What follows belongs to an exercise in optimizing a design on an open flow for small area and a short achievable clock period; a production flow would make more cautious choices.
No activity file was given, so power comes from the tool's default toggle rates.

==> flow/design.v <==
module sync_vg (
 input wire clk,
 input wire reset,
 input wire interlaced,
 input wire [11:0] v_total_0,
 input wire [11:0] v_fp_0,
 input wire [11:0] v_bp_0,
 input wire [11:0] v_sync_0,
 input wire [11:0] v_total_1,
 input wire [11:0] v_fp_1,
 input wire [11:0] v_bp_1,
 input wire [11:0] v_sync_1,
 input wire [11:0] h_total,
 input wire [11:0] h_fp,
 input wire [11:0] h_bp,
 input wire [11:0] h_sync,
 input wire [11:0] hv_offset_0,
 input wire [11:0] hv_offset_1,
 output reg vs_out,
 output reg hs_out,
 output reg de_out,
 output reg [12:0] v_count_out,
 output reg [11:0] h_count_out,
 output reg [11:0] x_out,
 output reg [12:0] y_out,
 output reg field_out,
 output wire [12:0] x_inc
);
function sum_zero;
 input [11:0] a, b;
 begin
  sum_zero = ((a ^ b) == {(a[10:0] | b[10:0]), 1'b0});
 end
endfunction
function sum_eq;
 input [11:0] a, b, c;
 reg [12:0] s, cy;
 begin
  s  = {1'b0, a} ^ {1'b0, b} ^ {1'b1, ~c};
  cy = ({1'b0, a} & {1'b0, b}) | ({1'b0, a} & {1'b1, ~c}) | ({1'b0, b} & {1'b1, ~c});
  sum_eq = &(s ^ {cy[11:0], 1'b0});
 end
endfunction
reg [11:0] h;
reg [11:0] v;
reg field;
reg lo_r, hi_r, vlo_r, vhi_r, le_d;
wire [11:0] vt  = field ? v_total_1 : v_total_0;
wire [11:0] vfp = (interlaced & ~field) ? v_fp_1 : v_fp_0;
wire [11:0] vbp = field ? v_bp_1 : v_bp_0;
wire [11:0] vsy = field ? v_sync_1 : v_sync_0;
wire [11:0] hvo = field ? hv_offset_1 : hv_offset_0;
wire h0 = ~|h;
wire [12:0] hp1 = {1'b0, h} + 13'd1;
wire line_end = (hp1 == {1'b0, h_total});
assign x_inc = {1'b0, x_out} + 13'd1;
wire [11:0] nk = ~h_sync + ~h_bp + 12'd2;           
wire lo = h0 ? sum_zero(h_sync, h_bp) : (lo_r | (&x_out));    
wire hi = h0 | (hi_r & ~sum_eq(h, h_fp, h_total));    
wire v0 = ~|v;
wire [12:0] vp1 = {1'b0, v} + 13'd1;
wire frame_end = (vp1 == {1'b0, vt});
wire [11:0] nkv = ~vsy + ~vbp + 12'd2;               
wire [12:0] y_cy;
assign y_cy[0] = ~interlaced;
assign y_cy[1] = interlaced | y_out[0];
genvar gi;
generate for (gi = 2; gi <= 12; gi = gi + 1) begin : ycarry
 assign y_cy[gi] = y_cy[gi-1] & y_out[gi-1];
end endgenerate
wire [12:0] y_inc = y_out ^ {y_cy[12] & interlaced, y_cy[11:0]};
wire y_ones = (&y_out[11:1]) & (interlaced ? y_out[12] : y_out[0]);
wire vlo = v0 ? sum_zero(vsy, vbp) : (vlo_r | (le_d & y_ones));
wire vhi = v0 | (vhi_r & ~(le_d & sum_eq(v, vfp, vt)));
wire v_en = v0 | le_d;
wire at_hvo = (h == hvo);
always @(posedge clk) begin
 lo_r <= lo;
 hi_r <= hi;
 vlo_r <= vlo;
 vhi_r <= vhi;
 if (reset) begin
  h <= 12'd0;
  v <= 12'd0;
  field <= 1'b0;
  le_d <= 1'b0;
  vs_out <= 1'b0;
  hs_out <= 1'b0;
  de_out <= 1'b0;
  field_out <= 1'b0;
 end else begin
  h <= line_end ? 12'd0 : hp1[11:0];
  if (line_end)
   v <= frame_end ? 12'd0 : vp1[11:0];
  if (interlaced & line_end & frame_end)
   field <= ~field;
  le_d <= line_end;
  hs_out <= (h < h_sync);
  de_out <= lo & hi & vlo & vhi;
  if (v0 & at_hvo)
   vs_out <= 1'b1;
  else if ((v == vsy) & at_hvo)
   vs_out <= 1'b0;
  h_count_out <= h;
  x_out <= h0 ? nk : x_inc[11:0];
  if (v_en) begin
   v_count_out <= v0 ? (field ? {1'b0, v_total_0} : 13'd0) : v_count_out + 13'd1;
   y_out <= v0 ? (interlaced ? {nkv, field} : {1'b0, nkv}) : y_inc;
  end
  field_out <= field;
 end
end
endmodule
module pattern_vg (
 input wire reset,
 input wire clk_in,
 input wire [11:0] x,
 input wire [12:0] x_inc,
 input wire [11:0] y,
 input wire vn_in, hn_in, dn_in,
 input wire [7:0] r_in, g_in, b_in,
 output reg vn_out, hn_out, den_out,
 output reg [7:0] r_out, g_out, b_out,
 input wire [11:0] total_active_pix,
 input wire [11:0] total_active_lines,
 input wire [7:0] pattern,
 input wire [19:0] ramp_step
);
reg [19:0] ramp;
wire x_last = (x_inc == {1'b0, total_active_pix});
wire [12:0] yl_a = {1'b0, total_active_lines};
wire [12:0] yl_b = {1'b1, ~y};
wire y_last = ((yl_a ^ yl_b) == {(yl_a[11:0] | yl_b[11:0]), 1'b0});
wire x_first = (x == 12'd0);
wire border = dn_in & ((y == 12'd0) | x_first | x_last | y_last);
wire sel_in = (pattern == 8'd0) | ((pattern == 8'd1) & ~border);
wire sel_ff = ((pattern == 8'd1) & border) | ((pattern == 8'd2) & dn_in & x[0]) |
              ((pattern == 8'd3) & dn_in & y[0]);
wire sel_ramp = (pattern == 8'd4);
wire upd = (pattern[7:3] == 5'd0) & (~pattern[2] | (pattern[1:0] == 2'd0));
always @(posedge clk_in) begin
 vn_out <= vn_in;
 hn_out <= hn_in;
 den_out <= dn_in;
 if (reset)
  ramp <= 20'd0;
 else if (sel_ramp & dn_in)
  ramp <= x_last ? 20'd0 : (x_first ? 20'd0 : ramp) + ramp_step;
 if (~reset & upd) begin
  r_out <= sel_in ? r_in : sel_ramp ? ramp[19:12] : {8{sel_ff}};
  g_out <= sel_in ? g_in : sel_ramp ? ramp[19:12] : {8{sel_ff}};
  b_out <= sel_in ? b_in : sel_ramp ? ramp[19:12] : {8{sel_ff}};
 end
end
endmodule
module video_gen (
  input  wire        clk,
  input  wire        reset,
  input  wire        interlaced,
  input  wire [11:0] v_total_0,
  input  wire [11:0] v_fp_0,
  input  wire [11:0] v_bp_0,
  input  wire [11:0] v_sync_0,
  input  wire [11:0] v_total_1,
  input  wire [11:0] v_fp_1,
  input  wire [11:0] v_bp_1,
  input  wire [11:0] v_sync_1,
  input  wire [11:0] h_total,
  input  wire [11:0] h_fp,
  input  wire [11:0] h_bp,
  input  wire [11:0] h_sync,
  input  wire [11:0] hv_offset_0,
  input  wire [11:0] hv_offset_1,
  input  wire [11:0] total_active_pix,
  input  wire [11:0] total_active_lines,
  input  wire [7:0]  pattern,
  input  wire [19:0] ramp_step,
  input  wire [7:0]  r_in,
  input  wire [7:0]  g_in,
  input  wire [7:0]  b_in,
  output wire [12:0] v_count_out,
  output wire [11:0] h_count_out,
  output wire [11:0] x_out,
  output wire [12:0] y_out,
  output wire        field_out,
  output wire        vs_out,
  output wire        hs_out,
  output wire        de_out,
  output wire [7:0]  r_out,
  output wire [7:0]  g_out,
  output wire [7:0]  b_out
);
wire vs_t, hs_t, de_t;
wire [12:0] x_inc;
sync_vg i_sync_vg (
  .clk(clk),
  .reset(reset),
  .interlaced(interlaced),
  .v_total_0(v_total_0),
  .v_fp_0(v_fp_0),
  .v_bp_0(v_bp_0),
  .v_sync_0(v_sync_0),
  .v_total_1(v_total_1),
  .v_fp_1(v_fp_1),
  .v_bp_1(v_bp_1),
  .v_sync_1(v_sync_1),
  .h_total(h_total),
  .h_fp(h_fp),
  .h_bp(h_bp),
  .h_sync(h_sync),
  .hv_offset_0(hv_offset_0),
  .hv_offset_1(hv_offset_1),
  .vs_out(vs_t),
  .hs_out(hs_t),
  .de_out(de_t),
  .v_count_out(v_count_out),
  .h_count_out(h_count_out),
  .x_out(x_out),
  .y_out(y_out),
  .field_out(field_out),
  .x_inc(x_inc)
);
pattern_vg i_pattern_vg (
  .reset(reset),
  .clk_in(clk),
  .x(x_out),
  .x_inc(x_inc),
  .y(y_out[11:0]),
  .vn_in(vs_t),
  .hn_in(hs_t),
  .dn_in(de_t),
  .r_in(r_in),
  .g_in(g_in),
  .b_in(b_in),
  .vn_out(vs_out),
  .hn_out(hs_out),
  .den_out(de_out),
  .r_out(r_out),
  .g_out(g_out),
  .b_out(b_out),
  .total_active_pix(total_active_pix),
  .total_active_lines(total_active_lines),
  .pattern(pattern),
  .ramp_step(ramp_step)
);
endmodule
==> flow/config.mk <==
export PLATFORM = sky130hd
export DESIGN_NAME = video_gen
export DESIGN_NICKNAME = video_gen
export VERILOG_FILES = /design/flow/design.v
export SDC_FILE = /design/flow/constraint.sdc
export NUM_CORES = 4
export LEC_CHECK = 0
export CAP_MARGIN = 20
export CORE_AREA = 2.3 2.72 207.7 207.12
export DIE_AREA = 0 0 210 210
export SLEW_MARGIN = 20
==> flow/constraint.sdc <==
create_clock -name core_clock -period 5.0 [get_ports {clk}]
set_input_delay 1.0000 -clock core_clock [delete_from_list [all_inputs] [get_ports {clk}]]
set_output_delay 1.0000 -clock core_clock [all_outputs]
set_load 0.01 [all_outputs]
standard.sh (not shown) runs the stock make flow with config.mk's settings and CLKGATE_MAP_FILE= SYNTH_SCRIPT=/design/flow/synth_recipe.tcl, a recipe that flattens the netlist after the stock synthesis.
==> flow/flow/run.sh <==
#!/bin/bash
set -euo pipefail
export BUFFER_PORTS_ARGS="-buffer_cell sky130_fd_sc_hd__buf_1"
bash standard.sh > standard_flow.log 2>&1
The first run completed with no timing, DRC or antenna violations.
Then changed:
--- a/flow/design.v
+++ b/flow/design.v
@@ -59,19 +59,12 @@
 wire hi = h0 | (hi_r & ~sum_eq(h, h_fp, h_total));    
 wire v0 = ~|v;
 wire [12:0] vp1 = {1'b0, v} + 13'd1;
 wire frame_end = (vp1 == {1'b0, vt});
+wire [11:0] yd_old = interlaced ? y_out[12:1] : y_out[11:0];
 wire [11:0] nkv = ~vsy + ~vbp + 12'd2;               
-wire [12:0] y_cy;
-assign y_cy[0] = ~interlaced;
-assign y_cy[1] = interlaced | y_out[0];
-genvar gi;
-generate for (gi = 2; gi <= 12; gi = gi + 1) begin : ycarry
- assign y_cy[gi] = y_cy[gi-1] & y_out[gi-1];
-end endgenerate
-wire [12:0] y_inc = y_out ^ {y_cy[12] & interlaced, y_cy[11:0]};
-wire y_ones = (&y_out[11:1]) & (interlaced ? y_out[12] : y_out[0]);
-wire vlo = v0 ? sum_zero(vsy, vbp) : (vlo_r | (le_d & y_ones));
+wire [11:0] yd = v0 ? nkv : yd_old + 12'd1;
+wire vlo = v0 ? sum_zero(vsy, vbp) : (vlo_r | (le_d & (&yd_old)));
 wire vhi = v0 | (vhi_r & ~(le_d & sum_eq(v, vfp, vt)));
 wire v_en = v0 | le_d;
 wire at_hvo = (h == hvo);
 always @(posedge clk) begin
@@ -104,9 +97,9 @@
   h_count_out <= h;
   x_out <= h0 ? nk : x_inc[11:0];
   if (v_en) begin
    v_count_out <= v0 ? (field ? {1'b0, v_total_0} : 13'd0) : v_count_out + 13'd1;
-   y_out <= v0 ? (interlaced ? {nkv, field} : {1'b0, nkv}) : y_inc;
+   y_out <= interlaced ? {yd, field} : {1'b0, yd};
   end
   field_out <= field;
  end
 end
@@ -127,11 +120,9 @@
  input wire [19:0] ramp_step
 );
 reg [19:0] ramp;
 wire x_last = (x_inc == {1'b0, total_active_pix});
-wire [12:0] yl_a = {1'b0, total_active_lines};
-wire [12:0] yl_b = {1'b1, ~y};
-wire y_last = ((yl_a ^ yl_b) == {(yl_a[11:0] | yl_b[11:0]), 1'b0});
+wire y_last = ({1'b0, y} + 13'd1 == {1'b0, total_active_lines});
 wire x_first = (x == 12'd0);
 wire border = dn_in & ((y == 12'd0) | x_first | x_last | y_last);
 wire sel_in = (pattern == 8'd0) | ((pattern == 8'd1) & ~border);
 wire sel_ff = ((pattern == 8'd1) & border) | ((pattern == 8'd2) & dn_in & x[0]) |
@@ -144,9 +135,9 @@
  den_out <= dn_in;
  if (reset)
   ramp <= 20'd0;
  else if (sel_ramp & dn_in)
-  ramp <= x_last ? 20'd0 : (x_first ? 20'd0 : ramp) + ramp_step;
+  ramp <= x_last ? 20'd0 : x_first ? ramp_step : ramp + ramp_step;
  if (~reset & upd) begin
   r_out <= sel_in ? r_in : sel_ramp ? ramp[19:12] : {8{sel_ff}};
   g_out <= sel_in ? g_in : sel_ramp ? ramp[19:12] : {8{sel_ff}};
   b_out <= sel_in ? b_in : sel_ramp ? ramp[19:12] : {8{sel_ff}};
=> The new run passed the timing, design-rule and antenna checks; sequential share of layout area is lower by 0.83 points; design area is higher by 3.5%; global-route usage is higher by 1.0 points; clock skew stays flat; via count is higher by 10%; hold slack gets better by 0.010 ns; count of clock-buffer cells in the layout is higher by 5; critical path depth is lower by 5; die area stays the same; total power is higher by 3.2%; non-clock buffer count is higher by 1.
No run of this note included a check of the RTL's function; only the layout flow was run.

==> re-timing with driven ports <==
Ports are ideal in the flow. The routed layouts listed here were re-timed in OpenROAD.
Step 1 assumes that a clkbuf_16 drives the clock port and a buf_2 every other input.
Step 2 adds t to the input delays and takes it off the output delays; t is the mean of the earliest and latest rising clock arrival at the registers after step 1. Input paths then give back, and output paths get back, about the clock's delay inside the block.
Slacks: no drivers / after step 1 / after step 2; pairs: no drivers / after step 1.
run	shift t [ns]	slack for setup (ns)	worst setup path after step 2	cell pins on the clock port's net
the first run	0.482	0.862 / 0.862 / 0.862	register to register	1
the second run	0.530	1.130 / 1.130 / 0.672	input to register	1
After both steps every run listed still meets setup and hold. The setup slack of the second run, which loses most, moves by 0.000 ns with the drivers and by -0.458 ns with both steps.
